What follows belongs to an exercise in optimizing a design on an open flow for small area and a short achievable clock period; a production flow would make more cautious choices.
No run shown here included a check of the RTL's function; only the layout flow was run.
No activity file was given, so power comes from the tool's default toggle rates.

==> flow/design.v <==
`timescale 1ns / 1ps
module fa(input a, b, c, output s, co);
    assign s = a ^ b ^ c;
    assign co = (a & b) | (a & c) | (b & c);
endmodule
module fx(input a, b, c, output s, co);
    wire t = a ^ b;
    assign s = t ^ c;
    assign co = t ? c : a;
endmodule
module ha(input a, b, output s, co);
    assign s = a ^ b;
    assign co = a & b;
endmodule
module Optimized_Wallace(
    input clk, rst,
    input [15:0] A, B,
    output reg [31:0] PRODUCT
);
    reg [15:0] ra;
    reg rb15;
    reg one0;
    reg two0;
    reg neg0;
    reg one1;
    reg two1;
    reg neg1;
    reg one2;
    reg two2;
    reg neg2;
    reg one3;
    reg two3;
    reg neg3;
    reg one4;
    reg two4;
    reg neg4;
    reg one5;
    reg two5;
    reg neg5;
    reg one6;
    reg two6;
    reg neg6;
    reg one7;
    reg two7;
    reg neg7;
    reg [126:0] r2;
    reg [72:0] r3;
    reg v1, v2, v3;
    wire pp1 = ((one0 & ra[0])) ^ neg0;
    wire pp2 = ((one0 & ra[1]) | (two0 & ra[0])) ^ neg0;
    wire pp3 = ((one0 & ra[2]) | (two0 & ra[1])) ^ neg0;
    wire pp4 = ((one0 & ra[3]) | (two0 & ra[2])) ^ neg0;
    wire pp5 = ((one0 & ra[4]) | (two0 & ra[3])) ^ neg0;
    wire pp6 = ((one0 & ra[5]) | (two0 & ra[4])) ^ neg0;
    wire pp7 = ((one0 & ra[6]) | (two0 & ra[5])) ^ neg0;
    wire pp8 = ((one0 & ra[7]) | (two0 & ra[6])) ^ neg0;
    wire pp9 = ((one0 & ra[8]) | (two0 & ra[7])) ^ neg0;
    wire pp10 = ((one0 & ra[9]) | (two0 & ra[8])) ^ neg0;
    wire pp11 = ((one0 & ra[10]) | (two0 & ra[9])) ^ neg0;
    wire pp12 = ((one0 & ra[11]) | (two0 & ra[10])) ^ neg0;
    wire pp13 = ((one0 & ra[12]) | (two0 & ra[11])) ^ neg0;
    wire pp14 = ((one0 & ra[13]) | (two0 & ra[12])) ^ neg0;
    wire pp15 = ((one0 & ra[14]) | (two0 & ra[13])) ^ neg0;
    wire pp16 = ((one0 & ra[15]) | (two0 & ra[14])) ^ neg0;
    wire pp17 = ((two0 & ra[15])) ^ neg0;
    wire ns18 = ~neg0;
    wire pp19 = ((one1 & ra[0])) ^ neg1;
    wire pp20 = ((one1 & ra[1]) | (two1 & ra[0])) ^ neg1;
    wire pp21 = ((one1 & ra[2]) | (two1 & ra[1])) ^ neg1;
    wire pp22 = ((one1 & ra[3]) | (two1 & ra[2])) ^ neg1;
    wire pp23 = ((one1 & ra[4]) | (two1 & ra[3])) ^ neg1;
    wire pp24 = ((one1 & ra[5]) | (two1 & ra[4])) ^ neg1;
    wire pp25 = ((one1 & ra[6]) | (two1 & ra[5])) ^ neg1;
    wire pp26 = ((one1 & ra[7]) | (two1 & ra[6])) ^ neg1;
    wire pp27 = ((one1 & ra[8]) | (two1 & ra[7])) ^ neg1;
    wire pp28 = ((one1 & ra[9]) | (two1 & ra[8])) ^ neg1;
    wire pp29 = ((one1 & ra[10]) | (two1 & ra[9])) ^ neg1;
    wire pp30 = ((one1 & ra[11]) | (two1 & ra[10])) ^ neg1;
    wire pp31 = ((one1 & ra[12]) | (two1 & ra[11])) ^ neg1;
    wire pp32 = ((one1 & ra[13]) | (two1 & ra[12])) ^ neg1;
    wire pp33 = ((one1 & ra[14]) | (two1 & ra[13])) ^ neg1;
    wire pp34 = ((one1 & ra[15]) | (two1 & ra[14])) ^ neg1;
    wire pp35 = ((two1 & ra[15])) ^ neg1;
    wire ns36 = ~neg1;
    wire pp37 = ((one2 & ra[0])) ^ neg2;
    wire pp38 = ((one2 & ra[1]) | (two2 & ra[0])) ^ neg2;
    wire pp39 = ((one2 & ra[2]) | (two2 & ra[1])) ^ neg2;
    wire pp40 = ((one2 & ra[3]) | (two2 & ra[2])) ^ neg2;
    wire pp41 = ((one2 & ra[4]) | (two2 & ra[3])) ^ neg2;
    wire pp42 = ((one2 & ra[5]) | (two2 & ra[4])) ^ neg2;
    wire pp43 = ((one2 & ra[6]) | (two2 & ra[5])) ^ neg2;
    wire pp44 = ((one2 & ra[7]) | (two2 & ra[6])) ^ neg2;
    wire pp45 = ((one2 & ra[8]) | (two2 & ra[7])) ^ neg2;
    wire pp46 = ((one2 & ra[9]) | (two2 & ra[8])) ^ neg2;
    wire pp47 = ((one2 & ra[10]) | (two2 & ra[9])) ^ neg2;
    wire pp48 = ((one2 & ra[11]) | (two2 & ra[10])) ^ neg2;
    wire pp49 = ((one2 & ra[12]) | (two2 & ra[11])) ^ neg2;
    wire pp50 = ((one2 & ra[13]) | (two2 & ra[12])) ^ neg2;
    wire pp51 = ((one2 & ra[14]) | (two2 & ra[13])) ^ neg2;
    wire pp52 = ((one2 & ra[15]) | (two2 & ra[14])) ^ neg2;
    wire pp53 = ((two2 & ra[15])) ^ neg2;
    wire ns54 = ~neg2;
    wire pp55 = ((one3 & ra[0])) ^ neg3;
    wire pp56 = ((one3 & ra[1]) | (two3 & ra[0])) ^ neg3;
    wire pp57 = ((one3 & ra[2]) | (two3 & ra[1])) ^ neg3;
    wire pp58 = ((one3 & ra[3]) | (two3 & ra[2])) ^ neg3;
    wire pp59 = ((one3 & ra[4]) | (two3 & ra[3])) ^ neg3;
    wire pp60 = ((one3 & ra[5]) | (two3 & ra[4])) ^ neg3;
    wire pp61 = ((one3 & ra[6]) | (two3 & ra[5])) ^ neg3;
    wire pp62 = ((one3 & ra[7]) | (two3 & ra[6])) ^ neg3;
    wire pp63 = ((one3 & ra[8]) | (two3 & ra[7])) ^ neg3;
    wire pp64 = ((one3 & ra[9]) | (two3 & ra[8])) ^ neg3;
    wire pp65 = ((one3 & ra[10]) | (two3 & ra[9])) ^ neg3;
    wire pp66 = ((one3 & ra[11]) | (two3 & ra[10])) ^ neg3;
    wire pp67 = ((one3 & ra[12]) | (two3 & ra[11])) ^ neg3;
    wire pp68 = ((one3 & ra[13]) | (two3 & ra[12])) ^ neg3;
    wire pp69 = ((one3 & ra[14]) | (two3 & ra[13])) ^ neg3;
    wire pp70 = ((one3 & ra[15]) | (two3 & ra[14])) ^ neg3;
    wire pp71 = ((two3 & ra[15])) ^ neg3;
    wire ns72 = ~neg3;
    wire pp73 = ((one4 & ra[0])) ^ neg4;
    wire pp74 = ((one4 & ra[1]) | (two4 & ra[0])) ^ neg4;
    wire pp75 = ((one4 & ra[2]) | (two4 & ra[1])) ^ neg4;
    wire pp76 = ((one4 & ra[3]) | (two4 & ra[2])) ^ neg4;
    wire pp77 = ((one4 & ra[4]) | (two4 & ra[3])) ^ neg4;
    wire pp78 = ((one4 & ra[5]) | (two4 & ra[4])) ^ neg4;
    wire pp79 = ((one4 & ra[6]) | (two4 & ra[5])) ^ neg4;
    wire pp80 = ((one4 & ra[7]) | (two4 & ra[6])) ^ neg4;
    wire pp81 = ((one4 & ra[8]) | (two4 & ra[7])) ^ neg4;
    wire pp82 = ((one4 & ra[9]) | (two4 & ra[8])) ^ neg4;
    wire pp83 = ((one4 & ra[10]) | (two4 & ra[9])) ^ neg4;
    wire pp84 = ((one4 & ra[11]) | (two4 & ra[10])) ^ neg4;
    wire pp85 = ((one4 & ra[12]) | (two4 & ra[11])) ^ neg4;
    wire pp86 = ((one4 & ra[13]) | (two4 & ra[12])) ^ neg4;
    wire pp87 = ((one4 & ra[14]) | (two4 & ra[13])) ^ neg4;
    wire pp88 = ((one4 & ra[15]) | (two4 & ra[14])) ^ neg4;
    wire pp89 = ((two4 & ra[15])) ^ neg4;
    wire ns90 = ~neg4;
    wire pp91 = ((one5 & ra[0])) ^ neg5;
    wire pp92 = ((one5 & ra[1]) | (two5 & ra[0])) ^ neg5;
    wire pp93 = ((one5 & ra[2]) | (two5 & ra[1])) ^ neg5;
    wire pp94 = ((one5 & ra[3]) | (two5 & ra[2])) ^ neg5;
    wire pp95 = ((one5 & ra[4]) | (two5 & ra[3])) ^ neg5;
    wire pp96 = ((one5 & ra[5]) | (two5 & ra[4])) ^ neg5;
    wire pp97 = ((one5 & ra[6]) | (two5 & ra[5])) ^ neg5;
    wire pp98 = ((one5 & ra[7]) | (two5 & ra[6])) ^ neg5;
    wire pp99 = ((one5 & ra[8]) | (two5 & ra[7])) ^ neg5;
    wire pp100 = ((one5 & ra[9]) | (two5 & ra[8])) ^ neg5;
    wire pp101 = ((one5 & ra[10]) | (two5 & ra[9])) ^ neg5;
    wire pp102 = ((one5 & ra[11]) | (two5 & ra[10])) ^ neg5;
    wire pp103 = ((one5 & ra[12]) | (two5 & ra[11])) ^ neg5;
    wire pp104 = ((one5 & ra[13]) | (two5 & ra[12])) ^ neg5;
    wire pp105 = ((one5 & ra[14]) | (two5 & ra[13])) ^ neg5;
    wire pp106 = ((one5 & ra[15]) | (two5 & ra[14])) ^ neg5;
    wire pp107 = ((two5 & ra[15])) ^ neg5;
    wire ns108 = ~neg5;
    wire pp109 = ((one6 & ra[0])) ^ neg6;
    wire pp110 = ((one6 & ra[1]) | (two6 & ra[0])) ^ neg6;
    wire pp111 = ((one6 & ra[2]) | (two6 & ra[1])) ^ neg6;
    wire pp112 = ((one6 & ra[3]) | (two6 & ra[2])) ^ neg6;
    wire pp113 = ((one6 & ra[4]) | (two6 & ra[3])) ^ neg6;
    wire pp114 = ((one6 & ra[5]) | (two6 & ra[4])) ^ neg6;
    wire pp115 = ((one6 & ra[6]) | (two6 & ra[5])) ^ neg6;
    wire pp116 = ((one6 & ra[7]) | (two6 & ra[6])) ^ neg6;
    wire pp117 = ((one6 & ra[8]) | (two6 & ra[7])) ^ neg6;
    wire pp118 = ((one6 & ra[9]) | (two6 & ra[8])) ^ neg6;
    wire pp119 = ((one6 & ra[10]) | (two6 & ra[9])) ^ neg6;
    wire pp120 = ((one6 & ra[11]) | (two6 & ra[10])) ^ neg6;
    wire pp121 = ((one6 & ra[12]) | (two6 & ra[11])) ^ neg6;
    wire pp122 = ((one6 & ra[13]) | (two6 & ra[12])) ^ neg6;
    wire pp123 = ((one6 & ra[14]) | (two6 & ra[13])) ^ neg6;
    wire pp124 = ((one6 & ra[15]) | (two6 & ra[14])) ^ neg6;
    wire pp125 = ((two6 & ra[15])) ^ neg6;
    wire ns126 = ~neg6;
    wire pp127 = ((one7 & ra[0])) ^ neg7;
    wire pp128 = ((one7 & ra[1]) | (two7 & ra[0])) ^ neg7;
    wire pp129 = ((one7 & ra[2]) | (two7 & ra[1])) ^ neg7;
    wire pp130 = ((one7 & ra[3]) | (two7 & ra[2])) ^ neg7;
    wire pp131 = ((one7 & ra[4]) | (two7 & ra[3])) ^ neg7;
    wire pp132 = ((one7 & ra[5]) | (two7 & ra[4])) ^ neg7;
    wire pp133 = ((one7 & ra[6]) | (two7 & ra[5])) ^ neg7;
    wire pp134 = ((one7 & ra[7]) | (two7 & ra[6])) ^ neg7;
    wire pp135 = ((one7 & ra[8]) | (two7 & ra[7])) ^ neg7;
    wire pp136 = ((one7 & ra[9]) | (two7 & ra[8])) ^ neg7;
    wire pp137 = ((one7 & ra[10]) | (two7 & ra[9])) ^ neg7;
    wire pp138 = ((one7 & ra[11]) | (two7 & ra[10])) ^ neg7;
    wire pp139 = ((one7 & ra[12]) | (two7 & ra[11])) ^ neg7;
    wire pp140 = ((one7 & ra[13]) | (two7 & ra[12])) ^ neg7;
    wire pp141 = ((one7 & ra[14]) | (two7 & ra[13])) ^ neg7;
    wire pp142 = ((one7 & ra[15]) | (two7 & ra[14])) ^ neg7;
    wire pp143 = ((two7 & ra[15])) ^ neg7;
    wire ns144 = ~neg7;
    wire pp145 = rb15 & ra[0];
    wire pp146 = rb15 & ra[1];
    wire pp147 = rb15 & ra[2];
    wire pp148 = rb15 & ra[3];
    wire pp149 = rb15 & ra[4];
    wire pp150 = rb15 & ra[5];
    wire pp151 = rb15 & ra[6];
    wire pp152 = rb15 & ra[7];
    wire pp153 = rb15 & ra[8];
    wire pp154 = rb15 & ra[9];
    wire pp155 = rb15 & ra[10];
    wire pp156 = rb15 & ra[11];
    wire pp157 = rb15 & ra[12];
    wire pp158 = rb15 & ra[13];
    wire pp159 = rb15 & ra[14];
    wire pp160 = rb15 & ra[15];
    wire s161, c162;
    fa u_s161 (.a(pp3), .b(pp19), .c(neg1), .s(s161), .co(c162));
    wire s163, c164;
    fa u_s163 (.a(pp5), .b(pp21), .c(pp37), .s(s163), .co(c164));
    wire s165, c166;
    fa u_s165 (.a(pp6), .b(pp22), .c(pp38), .s(s165), .co(c166));
    wire s167, c168;
    fa u_s167 (.a(pp7), .b(pp23), .c(pp39), .s(s167), .co(c168));
    wire s169, c170;
    fa u_s169 (.a(pp8), .b(pp24), .c(pp40), .s(s169), .co(c170));
    wire s171, c172;
    fa u_s171 (.a(pp9), .b(pp25), .c(pp41), .s(s171), .co(c172));
    wire s173, c174;
    fa u_s173 (.a(pp57), .b(pp73), .c(neg4), .s(s173), .co(c174));
    wire s175, c176;
    fa u_s175 (.a(pp10), .b(pp26), .c(pp42), .s(s175), .co(c176));
    wire s177, c178;
    fa u_s177 (.a(pp11), .b(pp27), .c(pp43), .s(s177), .co(c178));
    wire s179, c180;
    fa u_s179 (.a(pp59), .b(pp75), .c(pp91), .s(s179), .co(c180));
    wire s181, c182;
    fa u_s181 (.a(pp12), .b(pp28), .c(pp44), .s(s181), .co(c182));
    wire s183, c184;
    fa u_s183 (.a(pp60), .b(pp76), .c(pp92), .s(s183), .co(c184));
    wire s185, c186;
    fa u_s185 (.a(pp13), .b(pp29), .c(pp45), .s(s185), .co(c186));
    wire s187, c188;
    fa u_s187 (.a(pp61), .b(pp77), .c(pp93), .s(s187), .co(c188));
    wire s189, c190;
    fa u_s189 (.a(pp14), .b(pp30), .c(pp46), .s(s189), .co(c190));
    wire s191, c192;
    fa u_s191 (.a(pp62), .b(pp78), .c(pp94), .s(s191), .co(c192));
    wire s193, c194;
    fa u_s193 (.a(pp15), .b(pp31), .c(pp47), .s(s193), .co(c194));
    wire s195, c196;
    fa u_s195 (.a(pp63), .b(pp79), .c(pp95), .s(s195), .co(c196));
    wire s197, c198;
    fa u_s197 (.a(pp111), .b(pp127), .c(neg7), .s(s197), .co(c198));
    wire s199, c200;
    fa u_s199 (.a(pp16), .b(pp32), .c(pp48), .s(s199), .co(c200));
    wire s201, c202;
    fa u_s201 (.a(pp64), .b(pp80), .c(pp96), .s(s201), .co(c202));
    wire s203, c204;
    ha u_s203 (.a(pp112), .b(pp128), .s(s203), .co(c204));
    wire s205, c206;
    fa u_s205 (.a(pp17), .b(pp33), .c(pp49), .s(s205), .co(c206));
    wire s207, c208;
    fa u_s207 (.a(pp65), .b(pp81), .c(pp97), .s(s207), .co(c208));
    wire s209, c210;
    fa u_s209 (.a(pp113), .b(pp129), .c(pp145), .s(s209), .co(c210));
    wire s211, c212;
    fa u_s211 (.a(neg0), .b(pp34), .c(pp50), .s(s211), .co(c212));
    wire s213, c214;
    fa u_s213 (.a(pp66), .b(pp82), .c(pp98), .s(s213), .co(c214));
    wire s215, c216;
    fa u_s215 (.a(pp114), .b(pp130), .c(pp146), .s(s215), .co(c216));
    wire s217, c218;
    fa u_s217 (.a(neg0), .b(pp35), .c(pp51), .s(s217), .co(c218));
    wire s219, c220;
    fa u_s219 (.a(pp67), .b(pp83), .c(pp99), .s(s219), .co(c220));
    wire s221, c222;
    fa u_s221 (.a(pp115), .b(pp131), .c(pp147), .s(s221), .co(c222));
    wire s223, c224;
    fa u_s223 (.a(ns18), .b(ns36), .c(pp52), .s(s223), .co(c224));
    wire s225, c226;
    fa u_s225 (.a(pp68), .b(pp84), .c(pp100), .s(s225), .co(c226));
    wire s227, c228;
    fa u_s227 (.a(pp116), .b(pp132), .c(pp148), .s(s227), .co(c228));
    wire s229 = ~(pp53 ^ pp69);
    wire c230 = pp53 | pp69;
    wire s231, c232;
    fa u_s231 (.a(pp85), .b(pp101), .c(pp117), .s(s231), .co(c232));
    wire s233, c234;
    ha u_s233 (.a(pp133), .b(pp149), .s(s233), .co(c234));
    wire s235, c236;
    fa u_s235 (.a(ns54), .b(pp70), .c(pp86), .s(s235), .co(c236));
    wire s237, c238;
    fa u_s237 (.a(pp102), .b(pp118), .c(pp134), .s(s237), .co(c238));
    wire s239 = ~(pp71 ^ pp87);
    wire c240 = pp71 | pp87;
    wire s241, c242;
    fa u_s241 (.a(pp103), .b(pp119), .c(pp135), .s(s241), .co(c242));
    wire s243, c244;
    fa u_s243 (.a(ns72), .b(pp88), .c(pp104), .s(s243), .co(c244));
    wire s245, c246;
    fa u_s245 (.a(pp120), .b(pp136), .c(pp152), .s(s245), .co(c246));
    wire s247 = ~(pp89 ^ pp105);
    wire c248 = pp89 | pp105;
    wire s249, c250;
    fa u_s249 (.a(pp121), .b(pp137), .c(pp153), .s(s249), .co(c250));
    wire s251, c252;
    fa u_s251 (.a(ns90), .b(pp106), .c(pp122), .s(s251), .co(c252));
    wire s253 = ~(pp107 ^ pp123);
    wire c254 = pp107 | pp123;
    wire s255, c256;
    fa u_s255 (.a(ns108), .b(pp124), .c(pp140), .s(s255), .co(c256));
    wire s257 = ~(pp125 ^ pp141);
    wire c258 = pp125 | pp141;
    wire s259, c260;
    fa u_s259 (.a(ns126), .b(pp142), .c(pp158), .s(s259), .co(c260));
    wire s261 = ~(pp143 ^ pp159);
    wire c262 = pp143 | pp159;
    wire s263, c264;
    fa u_s263 (.a(r2[4]), .b(r2[5]), .c(r2[6]), .s(s263), .co(c264));
    wire s265, c266;
    fa u_s265 (.a(r2[11]), .b(r2[12]), .c(r2[13]), .s(s265), .co(c266));
    wire s267, c268;
    fa u_s267 (.a(r2[15]), .b(r2[16]), .c(r2[17]), .s(s267), .co(c268));
    wire s269, c270;
    fa u_s269 (.a(r2[18]), .b(r2[19]), .c(r2[20]), .s(s269), .co(c270));
    wire s271, c272;
    fa u_s271 (.a(r2[21]), .b(r2[22]), .c(r2[23]), .s(s271), .co(c272));
    wire s273, c274;
    fa u_s273 (.a(r2[26]), .b(r2[27]), .c(r2[28]), .s(s273), .co(c274));
    wire s275, c276;
    fa u_s275 (.a(r2[30]), .b(r2[31]), .c(r2[32]), .s(s275), .co(c276));
    wire s277, c278;
    fa u_s277 (.a(r2[34]), .b(r2[35]), .c(r2[36]), .s(s277), .co(c278));
    wire s279, c280;
    fa u_s279 (.a(r2[37]), .b(r2[38]), .c(r2[39]), .s(s279), .co(c280));
    wire s281, c282;
    fa u_s281 (.a(r2[40]), .b(r2[41]), .c(r2[42]), .s(s281), .co(c282));
    wire s283, c284;
    ha u_s283 (.a(r2[43]), .b(r2[44]), .s(s283), .co(c284));
    wire s285, c286;
    fa u_s285 (.a(r2[45]), .b(r2[46]), .c(r2[47]), .s(s285), .co(c286));
    wire s287, c288;
    ha u_s287 (.a(r2[48]), .b(r2[49]), .s(s287), .co(c288));
    wire s289, c290;
    fa u_s289 (.a(r2[50]), .b(r2[51]), .c(r2[52]), .s(s289), .co(c290));
    wire s291, c292;
    fa u_s291 (.a(r2[53]), .b(r2[54]), .c(r2[55]), .s(s291), .co(c292));
    wire s293, c294;
    fa u_s293 (.a(r2[56]), .b(r2[57]), .c(r2[58]), .s(s293), .co(c294));
    wire s295, c296;
    fa u_s295 (.a(r2[59]), .b(r2[60]), .c(r2[61]), .s(s295), .co(c296));
    wire s297, c298;
    fa u_s297 (.a(r2[62]), .b(r2[63]), .c(r2[64]), .s(s297), .co(c298));
    wire s299, c300;
    fa u_s299 (.a(r2[65]), .b(r2[66]), .c(r2[67]), .s(s299), .co(c300));
    wire s301, c302;
    fa u_s301 (.a(r2[68]), .b(r2[69]), .c(r2[70]), .s(s301), .co(c302));
    wire s303, c304;
    fa u_s303 (.a(r2[71]), .b(r2[72]), .c(r2[73]), .s(s303), .co(c304));
    wire s305, c306;
    fa u_s305 (.a(r2[74]), .b(r2[75]), .c(r2[76]), .s(s305), .co(c306));
    wire s307, c308;
    fa u_s307 (.a(r2[77]), .b(r2[78]), .c(r2[79]), .s(s307), .co(c308));
    wire s309, c310;
    fa u_s309 (.a(r2[80]), .b(r2[81]), .c(r2[82]), .s(s309), .co(c310));
    wire s311, c312;
    fa u_s311 (.a(r2[83]), .b(r2[84]), .c(r2[85]), .s(s311), .co(c312));
    wire s313, c314;
    fa u_s313 (.a(r2[86]), .b(r2[87]), .c(r2[88]), .s(s313), .co(c314));
    wire s315, c316;
    fa u_s315 (.a(r2[89]), .b(r2[90]), .c(r2[91]), .s(s315), .co(c316));
    wire s317, c318;
    fa u_s317 (.a(r2[92]), .b(r2[93]), .c(r2[94]), .s(s317), .co(c318));
    wire s319, c320;
    ha u_s319 (.a(r2[95]), .b(r2[96]), .s(s319), .co(c320));
    wire s321, c322;
    fa u_s321 (.a(r2[97]), .b(r2[98]), .c(r2[99]), .s(s321), .co(c322));
    wire s323, c324;
    fa u_s323 (.a(r2[101]), .b(r2[102]), .c(r2[103]), .s(s323), .co(c324));
    wire s325, c326;
    fa u_s325 (.a(r2[105]), .b(r2[106]), .c(r2[107]), .s(s325), .co(c326));
    wire s327, c328;
    fa u_s327 (.a(r2[110]), .b(r2[111]), .c(r2[112]), .s(s327), .co(c328));
    wire s329, c330;
    fa u_s329 (.a(r2[114]), .b(r2[115]), .c(r2[116]), .s(s329), .co(c330));
    wire s331, c332;
    fa u_s331 (.a(r2[117]), .b(r2[118]), .c(r2[119]), .s(s331), .co(c332));
    wire s333, c334;
    fa u_s333 (.a(r2[124]), .b(r2[125]), .c(r2[126]), .s(s333), .co(c334));
    wire s335, c336;
    fa u_s335 (.a(c264), .b(r2[7]), .c(r2[8]), .s(s335), .co(c336));
    wire s337, c338;
    fa u_s337 (.a(c270), .b(s271), .c(r2[24]), .s(s337), .co(c338));
    wire s339, c340;
    fa u_s339 (.a(c272), .b(s273), .c(r2[29]), .s(s339), .co(c340));
    wire s341, c342;
    fa u_s341 (.a(c274), .b(s275), .c(r2[33]), .s(s341), .co(c342));
    wire s343, c344;
    fa u_s343 (.a(c276), .b(s277), .c(s279), .s(s343), .co(c344));
    wire s345, c346;
    fa u_s345 (.a(c278), .b(c280), .c(s281), .s(s345), .co(c346));
    wire s347, c348;
    fa u_s347 (.a(c282), .b(c284), .c(s285), .s(s347), .co(c348));
    wire s349, c350;
    fa u_s349 (.a(c286), .b(c288), .c(s289), .s(s349), .co(c350));
    wire s351, c352;
    fa u_s351 (.a(c290), .b(c292), .c(s293), .s(s351), .co(c352));
    wire s353, c354;
    fa u_s353 (.a(c294), .b(c296), .c(s297), .s(s353), .co(c354));
    wire s355, c356;
    fa u_s355 (.a(c298), .b(c300), .c(s301), .s(s355), .co(c356));
    wire s357, c358;
    fa u_s357 (.a(c302), .b(c304), .c(s305), .s(s357), .co(c358));
    wire s359, c360;
    fa u_s359 (.a(c306), .b(c308), .c(s309), .s(s359), .co(c360));
    wire s361, c362;
    fa u_s361 (.a(c310), .b(c312), .c(s313), .s(s361), .co(c362));
    wire s363, c364;
    fa u_s363 (.a(c314), .b(c316), .c(s317), .s(s363), .co(c364));
    wire s365, c366;
    fa u_s365 (.a(c318), .b(c320), .c(s321), .s(s365), .co(c366));
    wire s367, c368;
    fa u_s367 (.a(c322), .b(s323), .c(r2[104]), .s(s367), .co(c368));
    wire s369, c370;
    fa u_s369 (.a(c324), .b(s325), .c(r2[108]), .s(s369), .co(c370));
    wire s371, c372;
    fa u_s371 (.a(c326), .b(s327), .c(r2[113]), .s(s371), .co(c372));
    wire s373, c374;
    fa u_s373 (.a(c332), .b(r2[120]), .c(r2[121]), .s(s373), .co(c374));
    wire s375, c376;
    fa u_s375 (.a(r3[6]), .b(r3[7]), .c(r3[8]), .s(s375), .co(c376));
    wire s377, c378;
    ha u_s377 (.a(r3[9]), .b(r3[10]), .s(s377), .co(c378));
    wire s379, c380;
    ha u_s379 (.a(r3[11]), .b(r3[12]), .s(s379), .co(c380));
    wire s381, c382;
    ha u_s381 (.a(r3[13]), .b(r3[14]), .s(s381), .co(c382));
    wire s383, c384;
    ha u_s383 (.a(r3[15]), .b(r3[16]), .s(s383), .co(c384));
    wire s385, c386;
    ha u_s385 (.a(r3[17]), .b(r3[18]), .s(s385), .co(c386));
    wire s387, c388;
    ha u_s387 (.a(r3[19]), .b(r3[20]), .s(s387), .co(c388));
    wire s389, c390;
    ha u_s389 (.a(r3[21]), .b(r3[22]), .s(s389), .co(c390));
    wire s391, c392;
    fa u_s391 (.a(r3[23]), .b(r3[24]), .c(r3[25]), .s(s391), .co(c392));
    wire s393, c394;
    fa u_s393 (.a(r3[26]), .b(r3[27]), .c(r3[28]), .s(s393), .co(c394));
    wire s395, c396;
    fa u_s395 (.a(r3[29]), .b(r3[30]), .c(r3[31]), .s(s395), .co(c396));
    wire s397, c398;
    fa u_s397 (.a(r3[32]), .b(r3[33]), .c(r3[34]), .s(s397), .co(c398));
    wire s399, c400;
    fa u_s399 (.a(r3[35]), .b(r3[36]), .c(r3[37]), .s(s399), .co(c400));
    wire s401, c402;
    fa u_s401 (.a(r3[38]), .b(r3[39]), .c(r3[40]), .s(s401), .co(c402));
    wire s403, c404;
    fa u_s403 (.a(r3[41]), .b(r3[42]), .c(r3[43]), .s(s403), .co(c404));
    wire s405, c406;
    fa u_s405 (.a(r3[44]), .b(r3[45]), .c(r3[46]), .s(s405), .co(c406));
    wire s407, c408;
    fa u_s407 (.a(r3[47]), .b(r3[48]), .c(r3[49]), .s(s407), .co(c408));
    wire s409, c410;
    fa u_s409 (.a(r3[50]), .b(r3[51]), .c(r3[52]), .s(s409), .co(c410));
    wire s411, c412;
    fa u_s411 (.a(r3[53]), .b(r3[54]), .c(r3[55]), .s(s411), .co(c412));
    wire s413, c414;
    ha u_s413 (.a(r3[56]), .b(r3[57]), .s(s413), .co(c414));
    wire s415, c416;
    fa u_s415 (.a(r3[58]), .b(r3[59]), .c(r3[60]), .s(s415), .co(c416));
    wire s417, c418;
    ha u_s417 (.a(r3[61]), .b(r3[62]), .s(s417), .co(c418));
    wire s419, c420;
    fa u_s419 (.a(r3[63]), .b(r3[64]), .c(r3[65]), .s(s419), .co(c420));
    wire s421, c422;
    ha u_s421 (.a(r3[66]), .b(r3[67]), .s(s421), .co(c422));
    wire s423, c424;
    fa u_s423 (.a(r3[69]), .b(r3[70]), .c(r3[71]), .s(s423), .co(c424));
    wire g425 = r3[0] & r3[1];
    wire p426 = r3[0] ^ r3[1];
    wire g427 = r3[2] & 1'b0;
    wire p428 = r3[2] ^ 1'b0;
    wire g429 = r3[3] & 1'b0;
    wire p430 = r3[3] ^ 1'b0;
    wire g431 = r3[4] & 1'b0;
    wire p432 = r3[4] ^ 1'b0;
    wire g433 = r3[5] & 1'b0;
    wire p434 = r3[5] ^ 1'b0;
    wire g435 = s375 & 1'b0;
    wire p436 = s375 ^ 1'b0;
    wire g437 = c376 & s377;
    wire p438 = c376 ^ s377;
    wire g439 = c378 & s379;
    wire p440 = c378 ^ s379;
    wire g441 = c380 & s381;
    wire p442 = c380 ^ s381;
    wire g443 = c382 & s383;
    wire p444 = c382 ^ s383;
    wire g445 = c384 & s385;
    wire p446 = c384 ^ s385;
    wire g447 = c386 & s387;
    wire p448 = c386 ^ s387;
    wire g449 = c388 & s389;
    wire p450 = c388 ^ s389;
    wire g451 = c390 & s391;
    wire p452 = c390 ^ s391;
    wire g453 = c392 & s393;
    wire p454 = c392 ^ s393;
    wire g455 = c394 & s395;
    wire p456 = c394 ^ s395;
    wire g457 = c396 & s397;
    wire p458 = c396 ^ s397;
    wire g459 = c398 & s399;
    wire p460 = c398 ^ s399;
    wire g461 = c400 & s401;
    wire p462 = c400 ^ s401;
    wire g463 = c402 & s403;
    wire p464 = c402 ^ s403;
    wire g465 = c404 & s405;
    wire p466 = c404 ^ s405;
    wire g467 = c406 & s407;
    wire p468 = c406 ^ s407;
    wire g469 = c408 & s409;
    wire p470 = c408 ^ s409;
    wire g471 = c410 & s411;
    wire p472 = c410 ^ s411;
    wire g473 = c412 & s413;
    wire p474 = c412 ^ s413;
    wire g475 = c414 & s415;
    wire p476 = c414 ^ s415;
    wire g477 = c416 & s417;
    wire p478 = c416 ^ s417;
    wire g479 = c418 & s419;
    wire p480 = c418 ^ s419;
    wire g481 = c420 & s421;
    wire p482 = c420 ^ s421;
    wire g483 = c422 & r3[68];
    wire p484 = c422 ^ r3[68];
    wire g485 = s423 & 1'b0;
    wire p486 = s423 ^ 1'b0;
    wire g487 = c424 & r3[72];
    wire p488 = c424 ^ r3[72];
    wire G489 = g427 | (p428 & g425);
    wire P490 = p428 & p426;
    wire G491 = g431 | (p432 & g429);
    wire P492 = p432 & p430;
    wire G493 = g435 | (p436 & g433);
    wire P494 = p436 & p434;
    wire G495 = g439 | (p440 & g437);
    wire P496 = p440 & p438;
    wire G497 = g443 | (p444 & g441);
    wire P498 = p444 & p442;
    wire G499 = g447 | (p448 & g445);
    wire P500 = p448 & p446;
    wire G501 = g451 | (p452 & g449);
    wire P502 = p452 & p450;
    wire G503 = g455 | (p456 & g453);
    wire P504 = p456 & p454;
    wire G505 = g459 | (p460 & g457);
    wire P506 = p460 & p458;
    wire G507 = g463 | (p464 & g461);
    wire P508 = p464 & p462;
    wire G509 = g467 | (p468 & g465);
    wire P510 = p468 & p466;
    wire G511 = g471 | (p472 & g469);
    wire P512 = p472 & p470;
    wire G513 = g475 | (p476 & g473);
    wire P514 = p476 & p474;
    wire G515 = g479 | (p480 & g477);
    wire P516 = p480 & p478;
    wire G517 = g483 | (p484 & g481);
    wire P518 = p484 & p482;
    wire G519 = g487 | (p488 & g485);
    wire P520 = p488 & p486;
    wire G521 = g429 | (p430 & G489);
    wire P522 = p430 & P490;
    wire G523 = G491 | (P492 & G489);
    wire P524 = P492 & P490;
    wire G525 = g437 | (p438 & G493);
    wire P526 = p438 & P494;
    wire G527 = G495 | (P496 & G493);
    wire P528 = P496 & P494;
    wire G529 = g445 | (p446 & G497);
    wire P530 = p446 & P498;
    wire G531 = G499 | (P500 & G497);
    wire P532 = P500 & P498;
    wire G533 = g453 | (p454 & G501);
    wire P534 = p454 & P502;
    wire G535 = G503 | (P504 & G501);
    wire P536 = P504 & P502;
    wire G537 = g461 | (p462 & G505);
    wire P538 = p462 & P506;
    wire G539 = G507 | (P508 & G505);
    wire P540 = P508 & P506;
    wire G541 = g469 | (p470 & G509);
    wire P542 = p470 & P510;
    wire G543 = G511 | (P512 & G509);
    wire P544 = P512 & P510;
    wire G545 = g477 | (p478 & G513);
    wire P546 = p478 & P514;
    wire G547 = G515 | (P516 & G513);
    wire P548 = P516 & P514;
    wire G549 = g485 | (p486 & G517);
    wire P550 = p486 & P518;
    wire G551 = G519 | (P520 & G517);
    wire P552 = P520 & P518;
    wire G553 = g433 | (p434 & G523);
    wire P554 = p434 & P524;
    wire G555 = G493 | (P494 & G523);
    wire P556 = P494 & P524;
    wire G557 = G525 | (P526 & G523);
    wire P558 = P526 & P524;
    wire G559 = G527 | (P528 & G523);
    wire P560 = P528 & P524;
    wire G561 = g449 | (p450 & G531);
    wire P562 = p450 & P532;
    wire G563 = G501 | (P502 & G531);
    wire P564 = P502 & P532;
    wire G565 = G533 | (P534 & G531);
    wire P566 = P534 & P532;
    wire G567 = G535 | (P536 & G531);
    wire P568 = P536 & P532;
    wire G569 = g465 | (p466 & G539);
    wire P570 = p466 & P540;
    wire G571 = G509 | (P510 & G539);
    wire P572 = P510 & P540;
    wire G573 = G541 | (P542 & G539);
    wire P574 = P542 & P540;
    wire G575 = G543 | (P544 & G539);
    wire P576 = P544 & P540;
    wire G577 = g481 | (p482 & G547);
    wire P578 = p482 & P548;
    wire G579 = G517 | (P518 & G547);
    wire P580 = P518 & P548;
    wire G581 = G549 | (P550 & G547);
    wire P582 = P550 & P548;
    wire G583 = G551 | (P552 & G547);
    wire P584 = P552 & P548;
    wire G585 = g441 | (p442 & G559);
    wire P586 = p442 & P560;
    wire G587 = G497 | (P498 & G559);
    wire P588 = P498 & P560;
    wire G589 = G529 | (P530 & G559);
    wire P590 = P530 & P560;
    wire G591 = G531 | (P532 & G559);
    wire P592 = P532 & P560;
    wire G593 = G561 | (P562 & G559);
    wire P594 = P562 & P560;
    wire G595 = G563 | (P564 & G559);
    wire P596 = P564 & P560;
    wire G597 = G565 | (P566 & G559);
    wire P598 = P566 & P560;
    wire G599 = G567 | (P568 & G559);
    wire P600 = P568 & P560;
    wire G601 = g473 | (p474 & G575);
    wire P602 = p474 & P576;
    wire G603 = G513 | (P514 & G575);
    wire P604 = P514 & P576;
    wire G605 = G545 | (P546 & G575);
    wire P606 = P546 & P576;
    wire G607 = G547 | (P548 & G575);
    wire P608 = P548 & P576;
    wire G609 = G577 | (P578 & G575);
    wire P610 = P578 & P576;
    wire G611 = G579 | (P580 & G575);
    wire P612 = P580 & P576;
    wire G613 = G581 | (P582 & G575);
    wire P614 = P582 & P576;
    wire G615 = G583 | (P584 & G575);
    wire P616 = P584 & P576;
    wire G617 = g457 | (p458 & G599);
    wire P618 = p458 & P600;
    wire G619 = G505 | (P506 & G599);
    wire P620 = P506 & P600;
    wire G621 = G537 | (P538 & G599);
    wire P622 = P538 & P600;
    wire G623 = G539 | (P540 & G599);
    wire P624 = P540 & P600;
    wire G625 = G569 | (P570 & G599);
    wire P626 = P570 & P600;
    wire G627 = G571 | (P572 & G599);
    wire P628 = P572 & P600;
    wire G629 = G573 | (P574 & G599);
    wire P630 = P574 & P600;
    wire G631 = G575 | (P576 & G599);
    wire P632 = P576 & P600;
    wire G633 = G601 | (P602 & G599);
    wire P634 = P602 & P600;
    wire G635 = G603 | (P604 & G599);
    wire P636 = P604 & P600;
    wire G637 = G605 | (P606 & G599);
    wire P638 = P606 & P600;
    wire G639 = G607 | (P608 & G599);
    wire P640 = P608 & P600;
    wire G641 = G609 | (P610 & G599);
    wire P642 = P610 & P600;
    wire G643 = G611 | (P612 & G599);
    wire P644 = P612 & P600;
    wire G645 = G613 | (P614 & G599);
    wire P646 = P614 & P600;
    wire G647 = G615 | (P616 & G599);
    wire P648 = P616 & P600;
    wire sum649 = p426;
    wire sum650 = p428 ^ g425;
    wire sum651 = p430 ^ G489;
    wire sum652 = p432 ^ G521;
    wire sum653 = p434 ^ G523;
    wire sum654 = p436 ^ G553;
    wire sum655 = p438 ^ G555;
    wire sum656 = p440 ^ G557;
    wire sum657 = p442 ^ G559;
    wire sum658 = p444 ^ G585;
    wire sum659 = p446 ^ G587;
    wire sum660 = p448 ^ G589;
    wire sum661 = p450 ^ G591;
    wire sum662 = p452 ^ G593;
    wire sum663 = p454 ^ G595;
    wire sum664 = p456 ^ G597;
    wire sum665 = p458 ^ G599;
    wire sum666 = p460 ^ G617;
    wire sum667 = p462 ^ G619;
    wire sum668 = p464 ^ G621;
    wire sum669 = p466 ^ G623;
    wire sum670 = p468 ^ G625;
    wire sum671 = p470 ^ G627;
    wire sum672 = p472 ^ G629;
    wire sum673 = p474 ^ G631;
    wire sum674 = p476 ^ G633;
    wire sum675 = p478 ^ G635;
    wire sum676 = p480 ^ G637;
    wire sum677 = p482 ^ G639;
    wire sum678 = p484 ^ G641;
    wire sum679 = p486 ^ G643;
    wire sum680 = p488 ^ G645;
    wire [31:0] sum = {sum680, sum679, sum678, sum677, sum676, sum675, sum674, sum673, sum672, sum671, sum670, sum669, sum668, sum667, sum666, sum665, sum664, sum663, sum662, sum661, sum660, sum659, sum658, sum657, sum656, sum655, sum654, sum653, sum652, sum651, sum650, sum649};
    always @(posedge clk or posedge rst) begin
        if (rst) begin
            v1 <= 1'b0; v2 <= 1'b0; v3 <= 1'b0;
            PRODUCT <= 32'd0;
        end else begin
            v1 <= 1'b1; v2 <= v1; v3 <= v2;
            PRODUCT <= sum & {32{v3}};
        end
    end
    always @(posedge clk) begin
        ra <= A;
        rb15 <= B[15];
        one0 <= B[0] ^ 1'b0;
        two0 <= (B[1] & ~B[0] & ~1'b0) | (~B[1] & B[0] & 1'b0);
        neg0 <= B[1] & ~(B[0] & 1'b0);
        one1 <= B[2] ^ B[1];
        two1 <= (B[3] & ~B[2] & ~B[1]) | (~B[3] & B[2] & B[1]);
        neg1 <= B[3] & ~(B[2] & B[1]);
        one2 <= B[4] ^ B[3];
        two2 <= (B[5] & ~B[4] & ~B[3]) | (~B[5] & B[4] & B[3]);
        neg2 <= B[5] & ~(B[4] & B[3]);
        one3 <= B[6] ^ B[5];
        two3 <= (B[7] & ~B[6] & ~B[5]) | (~B[7] & B[6] & B[5]);
        neg3 <= B[7] & ~(B[6] & B[5]);
        one4 <= B[8] ^ B[7];
        two4 <= (B[9] & ~B[8] & ~B[7]) | (~B[9] & B[8] & B[7]);
        neg4 <= B[9] & ~(B[8] & B[7]);
        one5 <= B[10] ^ B[9];
        two5 <= (B[11] & ~B[10] & ~B[9]) | (~B[11] & B[10] & B[9]);
        neg5 <= B[11] & ~(B[10] & B[9]);
        one6 <= B[12] ^ B[11];
        two6 <= (B[13] & ~B[12] & ~B[11]) | (~B[13] & B[12] & B[11]);
        neg6 <= B[13] & ~(B[12] & B[11]);
        one7 <= B[14] ^ B[13];
        two7 <= (B[15] & ~B[14] & ~B[13]) | (~B[15] & B[14] & B[13]);
        neg7 <= B[15] & ~(B[14] & B[13]);
        r2 <= {pp160, ns144, c262, s261, c260, s259, c258, pp157, s257, c256, pp156, s255, c254, pp155, pp139, s253, c252, pp154, pp138, s251, c250, c248, s249, s247, c246, c244, s245, s243, c242, c240, pp151, s241, s239, c238, c236, pp150, s237, s235, c234, c232, c230, s233, s231, s229, c228, c226, c224, s227, s225, s223, c222, c220, c218, s221, s219, s217, c216, c214, c212, s215, s213, s211, c210, c208, c206, s209, s207, s205, c204, c202, c200, s203, s201, s199, c198, c196, c194, s197, s195, s193, c192, c190, pp110, s191, s189, c188, c186, neg6, pp109, s187, s185, c184, c182, s183, s181, c180, c178, neg5, s179, s177, c176, pp74, pp58, s175, c174, c172, s173, s171, c170, pp56, s169, c168, neg3, pp55, s167, c166, s165, c164, neg2, s163, pp20, pp4, c162, s161, pp2, neg0, pp1};
        r3 <= {s333, r2[123], r2[122], c374, s373, s331, c330, s329, c328, c372, s371, c370, r2[109], s369, c368, s367, c366, r2[100], s365, c364, s319, s363, c362, s315, s361, c360, s311, s359, c358, s307, s357, c356, s303, s355, c354, s299, s353, c352, s295, s351, c350, s291, s349, c348, s287, s347, c346, s283, s345, c344, s343, c342, s341, c340, s339, c338, r2[25], s337, s269, c268, s267, c266, r2[14], s265, r2[10], r2[9], c336, s335, s263, r2[3], r2[2], r2[1], r2[0]};
    end
endmodule
==> flow/run.sh <==
#!/bin/bash
# synth_recipe.tcl (not shown) runs the flow's synth.tcl, then flattens the netlist and writes it again
# the make line also repeats each setting of config.mk as NAME=value (left out here)
make -C /OpenROAD-flow-scripts/flow DESIGN_CONFIG=/design/flow/config.mk WORK_HOME=/design/flow/orfs CLKGATE_MAP_FILE= SYNTH_SCRIPT=/design/flow/synth_recipe.tcl finish
==> flow/config.mk <==
export PLATFORM = sky130hd
export DESIGN_NAME = Optimized_Wallace
export DESIGN_NICKNAME = Optimized_Wallace
export VERILOG_FILES = /design/flow/design.v
export SDC_FILE = /design/flow/constraint.sdc
export NUM_CORES = 4
export LEC_CHECK = 0
export CAP_MARGIN = 20
export CORE_MARGIN = 2
export CORE_UTILIZATION = 40
export SLEW_MARGIN = 20
export SYNTH_HIERARCHICAL = 1
export SYNTH_MINIMUM_KEEP_SIZE = 0
==> flow/constraint.sdc <==
create_clock -name core_clock -period 3.0 [get_ports {clk}]
set_input_delay 0.6000 -clock core_clock [delete_from_list [all_inputs] [get_ports {clk}]]
set_output_delay 0.6000 -clock core_clock [all_outputs]
set_load 0.01 [all_outputs]
==> metrics.cfg, run 1 <==
[status]
status = finished clean

[die]
ios = 66
die_y_um = 181
initial_core_util_pct = 40.9
fp.coreArea_mm2 = 0.0308
fp.dieW_um = 181
die_area_mm2 = 0.0329
rows = 64

[routing]
drt_wl_total_um = 26200
top_layer_used = met4
routedWlPerCell_um = 17.6
route.met3.wl_um = 1640
drt-met1-wl_um = 13200
firstDrtPassIters = 5
route.met2.wl_um = 11100
drt-initial-drc-count = 488
vias = 7432
ant_nets = 0
drc_errors = 0
vias_per_cell = 5.01

[worst_hold_path]
hold_class = flip-flop to flip-flop

[power]
swShare_pct = 35.4
p_total_mw = 16.5
peakVddDrop_v = 0.000429
seq_power_share_pct = 34.0
power_leakage_nw = 5.84
power_report.internal_total_mw = 10.6
cellPowerDensity_mw_per_mm2 = 1130
p_switching_mw = 5.84
comb_power_share_pct = 43.7
clock_power_share_pct = 22.3

[global_routing]
grt_pass1_wl_um = 42600
grt_start_max_net_pins = 36
grt_pass1_vias = 7658
grt_use_total_pct = 16.1
grt_antenna_before_repair = 0
gr-total-overflow = 0

[sta]
max_slew_margin_pct = 38.8
slew_violations = 0
final.setup_skew_ns = 0.0222
max_freq_mhz = 348
period_needed_ns = 2.87
setup_tns_ns = 0
timing.final.crit_share_pct = 95.7
setup_ws_ns = 0.129
whs_ns = 0.325
hold_viol = 0
rsz0062_at_grt = no
setup_viol = 0
tightest_slew_ns = 0.916

[cts]
postCtsHoldBufs = 0
cts_sinks = 276
cts_resized = 0
cts_buffer_depth = 3
htreeDepth = 1
cts_made_buffers = 28
cts_root_buf = clkbuf_16
cts_tree = built
postCtsSetupBuffers = 0
cts.clk_slew.worst_paths_ns = 0.07
clk_latency_ns = 0.54

[cells_and_area]
postLayoutCoreUtil_pct = 47.1
areaGrowthSynthToFinish_pct = 15.3
finalNetCount = 1268
nFillCells = 2752
antenna_cells = 0
layout-drive-gt1-share_pct = 6.90

[yosys]
synth_fp_nets = 1242
synth_top_family_by_area = adder cells
synth.avg_cell_area_um2 = 12.1
syn-instance-count = 1039
synth_edf_count = 0
netlist_area_mm2 = 0.0126
synth_xor_area_share_pct = 10.3
ys_seq_area_share_pct = 45.3
yosysWarnings = 7
synth_compound_area_share_pct = 10.8
synthAdderAreaFrac_pct = 23.5
synth_flop_cell = dfxtp_1
synthSimpleGateAreaFrac_pct = 5.83
synthDistinctLibCells = 56
async_flop_share_pct = 12.7
synth-seq-cells = 276
synthMuxAreaShare_pct = 0.675

[setup_path]
arrival_ns = 3.28
required_ns = 3.41
worstSetupEndpointType = flip-flop
worst-setup-path-type = flip-flop to flip-flop
critPathMaxFanout = 3
start_kind = flip-flop

[placement]
hpwlAfterDp_um = 18500
place_ws_ns = 0.147
place.gp.congestion = 0.832
port_buffers = 65

[run]
drv_cap = 0

-- flip-flops by register name (all words and copies together) (netlist names), 16 cells and up --
signal and cells:
r2 127, r3 73, ra 16, PRODUCT 32
-- cells in the final DEF, fill, tap and decap left out, types with 12 or more instances in the layout --
cell / netlist / layout
buf_4: 0 / 19
inv_1: 28 / 28
fa_1: 113 / 113
a21oi_1: 14 / 14
nor2_1: 14 / 14
dfxtp_1: 241 / 241
dfrtp_1: 35 / 35
xnor2_1: 144 / 144
nand2b_1: 14 / 14
a22oi_1: 120 / 120
and2_1: 25 / 25
o21ai_0: 12 / 12
clkdlybuf4s50_1: 0 / 65
nand2_1: 38 / 38
clkbuf_16: 0 / 29
ha_1: 56 / 56
-- power groups by stage --
stage                     Sequential, mW  Combinational, mW  Clock, mW
after global routing                5.73               8.17       3.90
after floorplan                     5.47               5.24          0
after CTS                           5.62               7.23       3.75
final                               5.60               7.21       3.67
after detailed placement            5.70               7.18          0
after global placement              5.66               7.12          0
-- modules after synthesis, one instance, submodules excluded --
module / flops+latches / times used
fa: 0 / 111
Optimized_Wallace: 276 / 1
ha: 0 / 15
-- final timing paths --
check,start,endpoint,slack (ns),cells after the start
min,r2[10],r3[8],0.32,0
max in group asynchronous,rst,PRODUCT[9],2.19,3
min in group asynchronous,rst,v1,0.47,3
max,r3[6],PRODUCT[17],0.13,11
max reg2reg,r3[6],PRODUCT[17],0.13,11
min reg2reg,r2[10],r3[8],0.32,0
-- critical path, cell delays in order, from the launching register on --
cell and delay, ns:
dfxtp_1 0.32, fa_1 0.42, ha_1 0.35, nand2_1 0.09
o31a_1 0.19, o21ai_1 0.12, a41o_1 0.27, a21o_1 0.20
a21o_1 0.20, fa_1 0.38, xnor2_1 0.16, nor2_1 0.06
-- Yosys cell counts (all sizes together), types with 8 or more instances --
| cell type | instances | share of area [%] |
|---|---|---|
| nand3b | 10 | 0.60 |
| clkbuf | 82 | 2.4 |
| ha | 56 | 5.6 |
| fa | 113 | 18 |
| inv | 28 | 0.83 |
| dfxtp | 241 | 38 |
| nor2 | 14 | 0.42 |
| a22oi | 120 | 7.2 |
| dfrtp | 35 | 7.0 |
| xnor2 | 144 | 10 |
| nand2b | 14 | 0.70 |
| o21ai | 13 | 0.52 |
| nand2 | 38 | 1.1 |
| a21oi | 16 | 0.75 |
| nor2b | 8 | 0.40 |
| and2 | 25 | 1.2 |
| nor3 | 8 | 0.32 |
-- cell families after synthesis --
| logic type | after synthesis |
|---|---|
| AND/OR/NAND/NOR | 136 |
| adder cells (fa/ha/maj) | 169 |
| flip-flops | 276 |
| buffers and inverters | 116 |
| multiplexers | 8 |
| other | 1 |
| AO/OA/AOI/OAI | 185 |
| XOR/XNOR | 148 |
-- stage by stage --
step	std cells	instance area, um^2
finish	1483	14500
global route	1483	14500
CTS	1483	14500
detailed placement	1431	13500
global placement	1431	13500
floorplan	1039	12600
-- layout make-up --
type,instances,area (um^2),share of cell area [%]
multi-input cells,647,6450,44.4
flip-flops and latches,276,5700,39.2
clock buffers,38,800,5.50
repair buffers,84,793,5.46
well taps,396,495,3.41
clock inverters,14,185,1.27
inverters,28,105,0.724
-- layer usage --
metal / global-route usage, % / vias to the layer above
met5: 0 / -
met4: 3.48 / 0
met3: 2.75 / 27
met2: 24.5 / 233
met1: 24.1 / 3633
li1: - / 3539
==> run 2: changes to the inputs <==
--- a/flow/config.mk
+++ b/flow/config.mk
@@ -8,6 +8,7 @@
 export CAP_MARGIN = 20
 export CORE_MARGIN = 2
 export CORE_UTILIZATION = 40
+export SETUP_SLACK_MARGIN = 1.4
 export SLEW_MARGIN = 20
 export SYNTH_HIERARCHICAL = 1
 export SYNTH_MINIMUM_KEEP_SIZE = 0
==> run 2 against run 1 <==
Compared with the run above: still clean; clock power shrank 2%; routed wire length grew 4.7%; flip-flop and latch count is the same; first-iteration DRC count grew 16%; sequential power is essentially flat; core utilization grew 2.2 points; clock skew grew 0.00051 ns; global-route usage grew 0.67 points; power grew 14%; critical path depth shrank 3; hold slack lost 0.0026 ns; register-to-register slack gained 0.12 ns; critical path type unchanged; largest power group unchanged.
==> metrics.cfg, run 2 <==
[status]
status = finished clean

[yosys]
yosysMostFrequentCell = dfxtp_1
synth_top_area_share_pct = 38.3  ; unchanged
synth_fp_nets = 1242  ; unchanged
synth_compound_area_share_pct = 10.8  ; unchanged
yosysWarnings = 7  ; unchanged
async_flop_share_pct = 12.7  ; unchanged
synthSimpleGateAreaFrac_pct = 5.83  ; unchanged
ys_seq_area_share_pct = 45.3  ; unchanged
synthAdderAreaFrac_pct = 23.5  ; unchanged
synth_edf_count = 0  ; unchanged
synthDistinctLibCells = 56  ; unchanged
synth-seq-cells = 276  ; unchanged
synth_flop_cell = dfxtp_1
synth_top_family_by_area = adder cells
synth_area_leaders = dfxtp_1 (38%), fa_1 (18%), xnor2_1 (10%)
synthTopCellsByCount = dfxtp_1 (241), xnor2_1 (144), a22oi_1 (120), fa_1 (113), clkbuf_1 (82)
synthMuxAreaShare_pct = 0.675  ; unchanged
yosysTopAreaCell = dfxtp_1
synth_xor_area_share_pct = 10.3  ; unchanged
syn-instance-count = 1039  ; unchanged
synth.avg_cell_area_um2 = 12.1  ; unchanged
netlist_area_mm2 = 0.0126  ; unchanged

[cts]
htreeDepth = 1  ; unchanged
postCtsHoldBufs = 0  ; unchanged
clk_latency_ns = 0.55  ; about the same
cts_made_buffers = 29  ; +3.6%
cts_root_buf = clkbuf_16
cts_buffer_depth = 3  ; unchanged
cts_tree = built
cts.clk_slew.worst_paths_ns = 0.06  ; about the same
cts_sinks = 276  ; unchanged

[setup_path]
worst-setup-path-type = flip-flop to flip-flop
worstSetupEndpointType = flip-flop
ff2ff_setup_slack_ns = 0.25  ; +0.12 ns
start_kind = flip-flop
required_ns = 3.44  ; +0.03 ns
arrival_ns = 3.18  ; -0.10 ns
critPathMaxFanout = 3  ; unchanged

[routing]
drt_wl_total_um = 27400  ; +4.7%
vias = 7710  ; +3.7%
drc_errors = 0  ; unchanged
routedWlPerCell_um = 18.0  ; +2.3%
firstDrtPassIters = 7  ; +2
vias_per_cell = 5.08  ; +1.3%
drt-initial-drc-count = 568  ; +16%
ant_nets = 0  ; unchanged

[global_routing]
grt_pass1_wl_um = 44200  ; +3.8%
gr-total-overflow = 0  ; unchanged
grt_antenna_before_repair = 1  ; +1
grt_pass1_vias = 8092  ; +5.7%
grt_start_max_net_pins = 36  ; unchanged
grt_use_total_pct = 16.8  ; +0.67 points

[die]
ios = 66  ; unchanged
fp.coreArea_mm2 = 0.0308  ; unchanged
initial_core_util_pct = 40.9  ; unchanged
fp.dieW_um = 181  ; unchanged
die_y_um = 181  ; unchanged
rows = 64  ; unchanged
die_area_mm2 = 0.0329  ; unchanged

[sta]
period_needed_ns = 2.75  ; -0.122 ns
max_slew_margin_pct = 62.2  ; +23 points
setup_ws_ns = 0.251  ; +0.122 ns
setup_tns_ns = 0  ; unchanged
hold_viol = 0  ; unchanged
rsz0062_at_grt = yes
final.setup_skew_ns = 0.0227  ; +0.000507 ns
timing.final.crit_share_pct = 91.6  ; -4.1 points
max_freq_mhz = 364  ; +4.4%
setup_viol = 0  ; unchanged
slew_violations = 0  ; unchanged
tightest_slew_ns = 0.566  ; -0.350 ns

[cells_and_area]
postLayoutCellArea_mm2 = 0.0152  ; +4.7%
instances_no_fill = 1518  ; +2.4%
antenna_cells = 0  ; unchanged
layout-drive-gt1-share_pct = 20.5  ; +14 points
reg_top3 = r2 x127, r3 x73, PRODUCT x32
areaGrowthSynthToFinish_pct = 20.7
largest_reg_flops = 127  ; unchanged
finalNetCount = 1302  ; +2.7%
final_common_cell = dfxtp_1
top_register = r2
layout_common_cells = dfxtp_1 (197), xnor2_1 (142), a22oi_1 (120)

[power]
seq_power_share_pct = 30.0  ; -4.0 points
p_total_mw = 18.7  ; +14%
clock_power_share_pct = 19.1  ; -3.2 points
power_report.internal_total_mw = 12.0  ; +12%
power_leakage_nw = 6.12  ; +4.8%
peakVddDrop_v = 0.000554  ; +29%
comb_power_share_pct = 50.8  ; +7.1 points
cellPowerDensity_mw_per_mm2 = 1230  ; +8.6%
swShare_pct = 36.2  ; +0.74 points
p_switching_mw = 6.77  ; +16%

[placement]
place.gp.congestion = 0.809  ; -2.8%
placed_cell_area_mm2 = 0.0136  ; +0.56%
placed_cells = 1432  ; +0.070%
place_ws_ns = 0.0864  ; -0.0604 ns
hpwlAfterDp_um = 18700  ; +0.94%
port_buffers = 65  ; unchanged

[run]
drv_cap = 0  ; unchanged

[worst_hold_path]
hold_class = flip-flop to flip-flop

==> run 2: cell counts after synthesis <==
No cell type changed its count.
==> run 2: kinds of logic (layout without fill, tap and decap cells) <==
kind of cell	after synthesis	in the layout
AO/OA/AOI/OAI	185	185
XOR/XNOR	148	148
adder cells (fa/ha/maj)	169	169
buffers and inverters	116	199
flip-flops	276	276
multiplexers	8	8
other	1	1
AND/OR/NAND/NOR	136	136
==> run 2: power groups by stage <==
stage | registers (mW) | logic, mW | clock network (mW)
5_1_grt | 5.76 | 10.6 | 3.83
4_1_cts | 5.64 | 8.66 | 3.67
2_1_floorplan | 5.47 | 5.44 | 0
6_report | 5.62 | 9.52 | 3.59
3_5_place_dp | 5.71 | 7.38 | 0
3_3_place_gp | 5.67 | 7.28 | 0
==> run 2: repair_timing <==
item	4_1_cts	5_1_grt
pin swaps	27	22
buffers inserted	19	13
cloned	0	0
setup endpoints to repair	157	87
gates resized for setup	223	51
==> run 2: per-stage QoR <==
step,hold WS [ns],utilization [%]
after global routing,0.333,49.3
after CTS,0.325,48.3
final,0.322,49.3
after floorplan,0.310,-
after global placement,0.312,44.2
after detailed placement,0.312,44.2
==> run 2: layout make-up <==
type,instances,area [um^2]
fillers,2721,15600
multi-input cells,647,6790
flip-flops and latches,276,5840
repair buffers,117,1010
clock buffers,40,828
well taps,396,495
clock inverters,14,141
inverters,28,105
==> run 2: per-module statistics from Yosys (local to each module, per instance) <==
module | copies in the design | area (um^2) | cells
Optimized_Wallace | 1 | 10200 | 913
ha | 15 | 12.5 | 1
fa | 111 | 20.0 | 1
==> run 2: worst paths after layout <==
kind	from	end	cells past startpoint
max	r3[41]	PRODUCT[31]	8
min	r2[10]	r3[8]	0
max reg2reg	r3[41]	PRODUCT[31]	8
min reg2reg	r2[10]	r3[8]	0
max in group asynchronous	rst	PRODUCT[8]	3
min in group asynchronous	rst	PRODUCT[26]	3
==> run 2: worst max-delay path, cell delays in order (launching register included) <==
cell	delay, ns
dfxtp_2	0.32
fa_1	0.57
ha_4	0.22
a211oi_2	0.23
o221ai_2	0.13
o31a_1	0.29
a211o_1	0.33
a22o_1	0.25
mux2_4	0.30
==> run 2: per-layer routing <==
layer  vias up  GRT usage [%]  share of wire, %
met1      3788           24.0                47
met4         0           4.68               2.0
met5         -              0                 0
met2       272           26.0                45
met3        44           3.33               6.8
li1       3606              -                 -

separate check: timing with driven ports:
The flow's constraints put no driver on any port. The routed layouts listed below were extracted and timed again, unchanged, in two steps. Step 1 (the two cells are an assumption about what drives the block):
set clk [get_ports {clk}]
set_driving_cell -lib_cell sky130_fd_sc_hd__clkbuf_16 $clk
set_driving_cell -lib_cell sky130_fd_sc_hd__buf_2 [delete_from_list [all_inputs] $clk]
Step 2 also shifts input and output timing later by t, the mid clock arrival at the registers, as if the neighbouring blocks saw the same clock. Three values: ideal ports, drivers, drivers and shift; two values: the first two.
run | t (ns) | slack for setup (ns) | latest minus earliest clock arrival (ns) | worst data-port slew with drivers (ns) | cell pins on the clock port's net
run 1 | 0.581 | 0.129 / 0.129 / 0.129 | 0.025 / 0.025 | 0.03 | 1
run 2 | 0.587 | 0.251 / 0.251 / 0.251 | 0.023 / 0.023 | 0.04 | 1
After both steps every run listed still meets setup and hold.
